What follows belongs to an exercise in optimizing a design on an open flow for small area and a short achievable clock period; a production flow would make more cautious choices. Only simulation tests tie the RTL to the original design; equivalence was not proved.

Setup of try-tundra:
## mmu_array
module mmu_array #(
    parameter int N = 4,
    parameter int DW = 8,
    parameter int AW = 32
) (
    input  logic clk,
    input  logic valid_i,
    input  logic [N*DW-1:0] activation_rows,    
    input  logic [N*DW-1:0] weight_columns,     
    output logic valid_o,
    output logic [N*N*AW-1:0] psums             
);
    logic [N-1:0] vq;
    always_ff @(posedge clk) vq <= {vq[N-2:0], valid_i};
    assign valid_o = vq[N-1];
    logic [DW-1:0] a_bus [N][N];
    logic [DW-1:0] w_bus [N][N];
    for (genvar r = 0; r < N; r++) begin : ROW
        for (genvar c = 0; c < N; c++) begin : COL
            logic v;
            if (c == 0) begin : A0
                assign a_bus[r][c] = activation_rows[r*DW +: DW];
                assign v = valid_i;
            end else begin : AQ
                logic [DW-1:0] a_q;
                always_ff @(posedge clk) a_q <= a_bus[r][c-1];
                assign a_bus[r][c] = a_q;
                assign v = vq[c-1];
            end
            if (r == 0) begin : W0
  ...
==> flow/config.mk <==
export PLATFORM = sky130hd
export DESIGN_NAME = mmu_array
export DESIGN_NICKNAME = mmu_array
export VERILOG_FILES = /design/flow/design.v
export SDC_FILE = /design/flow/constraint.sdc
export NUM_CORES = 4
export LEC_CHECK = 0
export CAP_MARGIN = 20
export CORE_MARGIN = 2
export CORE_UTILIZATION = 40
export SETUP_SLACK_MARGIN = 3.0
export SLEW_MARGIN = 20
export TNS_END_PERCENT = 10
==> flow/constraint.sdc <==
create_clock -name core_clock -period 8.0 [get_ports {clk}]
set_input_delay 1.6000 -clock core_clock [delete_from_list [all_inputs] [get_ports {clk}]]
set_output_delay 1.6000 -clock core_clock [all_outputs]
set_load 0.01 [all_outputs]
standard.sh (not shown) runs the stock make flow with config.mk's settings and CLKGATE_MAP_FILE= SYNTH_SCRIPT=/design/flow/synth_recipe.tcl, a recipe that flattens the netlist after the stock synthesis.
==> flow/flow/run.sh <==
#!/bin/bash
# Standard synthesis and layout; the only change is the cell used to buffer the
# ports (buf_2 instead of the resizer's default pick, a slow delay cell).
set -euo pipefail
bash standard.sh "BUFFER_PORTS_ARGS=-buffer_cell sky130_fd_sc_hd__buf_2" finish > standard_flow.log 2>&1
### try-tundra -> try-delta
# try-tundra
export LEC_CHECK = 0
export CAP_MARGIN = 20
export CORE_MARGIN = 2
export CORE_UTILIZATION = 40
export SETUP_SLACK_MARGIN = 3.0
export SLEW_MARGIN = 20
export TNS_END_PERCENT = 10
create_clock -name core_clock -period 8.0 [get_ports {clk}]
# try-delta
export LEC_CHECK = 0
export CAP_MARGIN = 20
export CORE_MARGIN = 2
export CORE_UTILIZATION = 40
export CTS_CLUSTER_DIAMETER = 100
export CTS_CLUSTER_SIZE = 22
export SETUP_SLACK_MARGIN = 3.5
export SLEW_MARGIN = 20
export TNS_END_PERCENT = 10
create_clock -name core_clock -period 8.0 [get_ports {clk}]
### Flow results
Clock buffer count from CTS (higher): try-tundra
Clock-pin slew on the worst setup and hold paths: try-delta > try-tundra
Compared with try-tundra, wire length after detailed routing in try-delta decreased slightly.

========
mmu_array again, from the RTL that the note above started with.
==> flow/design.v (excerpt) <==
module mmu_array #(
    parameter int N = 4,
    parameter int DW = 8,
    parameter int AW = 32
) (
    input  logic clk,
    input  logic valid_i,
    input  logic [N*DW-1:0] activation_rows,    
    input  logic [N*DW-1:0] weight_columns,     
    output logic valid_o,
    output logic [N*N*AW-1:0] psums             
);
==> flow/config.mk <==
export PLATFORM = sky130hd
export DESIGN_NAME = mmu_array
export DESIGN_NICKNAME = mmu_array
export VERILOG_FILES = /design/flow/design.v
export SDC_FILE = /design/flow/constraint.sdc
export NUM_CORES = 4
export LEC_CHECK = 0
export CAP_MARGIN = 20
export CORE_MARGIN = 2
export CORE_UTILIZATION = 40
export SETUP_SLACK_MARGIN = 4.0
export SLEW_MARGIN = 20
export TNS_END_PERCENT = 10
==> flow/constraint.sdc <==
create_clock -name core_clock -period 8.0 [get_ports {clk}]
set_input_delay 1.6000 -clock core_clock [delete_from_list [all_inputs] [get_ports {clk}]]
set_output_delay 1.6000 -clock core_clock [all_outputs]
set_load 0.01 [all_outputs]
Scripts as last shown in full above: flow/flow/run.sh
Change:
--- a/flow/config.mk
+++ b/flow/config.mk
@@ -9,4 +9,4 @@
 export CORE_MARGIN = 2
-export CORE_UTILIZATION = 40
-export SETUP_SLACK_MARGIN = 4.0
+export CORE_UTILIZATION = 60
+export SETUP_SLACK_MARGIN = 3.5
 export SLEW_MARGIN = 20
Utilization rises by 20 points.
Global-route usage is higher by 7.8 points.
Wire length came out lower by about 10%.
Non-clock buffer count fell by 161.
Change:
--- a/flow/config.mk
+++ b/flow/config.mk
@@ -9,3 +9,4 @@
 export CORE_MARGIN = 2
-export CORE_UTILIZATION = 60
+export CORE_UTILIZATION = 40
+export CTS_BUF_LIST = sky130_fd_sc_hd__clkbuf_8
 export SETUP_SLACK_MARGIN = 3.5
Hold slack gets better by 0.064 ns. Via count came out higher by 1.6%. Cell area came out higher by 1.3%.
Change:
--- a/flow/config.mk
+++ b/flow/config.mk
@@ -10,3 +10,3 @@
 export CORE_UTILIZATION = 40
-export CTS_BUF_LIST = sky130_fd_sc_hd__clkbuf_8
+export GPL_TIMING_DRIVEN = 1
 export SETUP_SLACK_MARGIN = 3.5
Routed wire length went down slightly.
Critical path depth rises by 10.
Count of clock-buffer cells in the layout shrinks by 56.
Via count shrinks slightly.
Change:
--- a/flow/config.mk
+++ b/flow/config.mk
@@ -10,5 +10,4 @@
 export CORE_UTILIZATION = 40
-export GPL_TIMING_DRIVEN = 1
-export SETUP_SLACK_MARGIN = 3.5
+export SETUP_SLACK_MARGIN = 5.0
 export SLEW_MARGIN = 20
-export TNS_END_PERCENT = 10
+export TNS_END_PERCENT = 100
Die area is unchanged; via count went up by about 7%; maximum frequency went down by 0.74%; area after synthesis stays the same; clock-buffer cell count went up by 11.
Change:
==> flow/flow/run.sh (replaced) <==
#!/bin/bash
# Standard synthesis and layout; the only change is the cell used to buffer the
# ports (buf_1 instead of the resizer's default pick, a slow delay cell).
set -euo pipefail
bash standard.sh "BUFFER_PORTS_ARGS=-buffer_cell sky130_fd_sc_hd__buf_1" finish > standard_flow.log 2>&1
--- a/flow/config.mk
+++ b/flow/config.mk
@@ -10,4 +10,4 @@
 export CORE_UTILIZATION = 40
-export SETUP_SLACK_MARGIN = 5.0
+export SETUP_SLACK_MARGIN = 3.5
 export SLEW_MARGIN = 20
-export TNS_END_PERCENT = 100
+export TNS_END_PERCENT = 10
What happened: The changed run finished clean. Maximum frequency is lower by about 1.4%. Core utilization is lower by 10 points. Register-to-register slack gets worse by 0.33 ns. Final cell count is lower by about 7%. Synthesized area stays the same. Global-route usage is lower by 1.1 points. Wire length is lower by 8.4%. Die area is unchanged. Worst hold slack gets better by 0.016 ns. Cell area is lower by about 18%.

[static timing again, ports no longer ideal]
In the flow no input, the clock included, has a driving cell. The finished layouts below were timed again as built, in two steps. Step 1 sets driving cells, clkbuf_16 on the clock port and buf_2 on the other inputs (assumed; they add their load-dependent delay and slew). Step 2 moves the port delays by t, midway between the first and last clock arrival at a register: inputs arrive t later, outputs are due t later. That takes back most of the time a late clock gives input paths. Slacks: ideal / step 1 / step 2; pairs: ideal / step 1.
run | t, ns | setup slack, ns | worst setup path after step 2 | latest minus earliest clock arrival (ns) | worst data-port slew with drivers (ns)
try-tundra | 0.770 | 2.945 / 2.945 / 2.410 | input to register | 0.037 / 0.037 | 0.11
try-delta | 0.748 | 3.302 / 3.290 / 2.542 | input to register | 0.039 / 0.038 | 0.15
the first run of note 2 | 0.774 | 3.347 / 3.317 / 2.589 | input to register | 0.029 / 0.029 | 0.13
the second run of note 2 | 0.740 | 3.225 / 3.248 / 2.512 | input to register | 0.026 / 0.026 | 0.16
the third run of note 2 | 0.970 | 3.210 / 3.140 / 2.388 | input to register | 0.069 / 0.069 | 0.15
the fourth run of note 2 | 0.782 | 3.340 / 3.332 / 2.561 | input to register | 0.047 / 0.047 | 0.15
the fifth run of note 2 | 0.780 | 3.305 / 3.232 / 2.627 | input to register | 0.035 / 0.034 | 0.19
the sixth run of note 2 | 0.783 | 3.239 / 3.207 / 2.424 | input to register | 0.046 / 0.046 | 0.14
After both steps setup and hold are still met in every run listed. For the third run of note 2, which loses most, drivers alone change the setup slack by -0.070 ns; drivers and shift together by -0.822 ns.
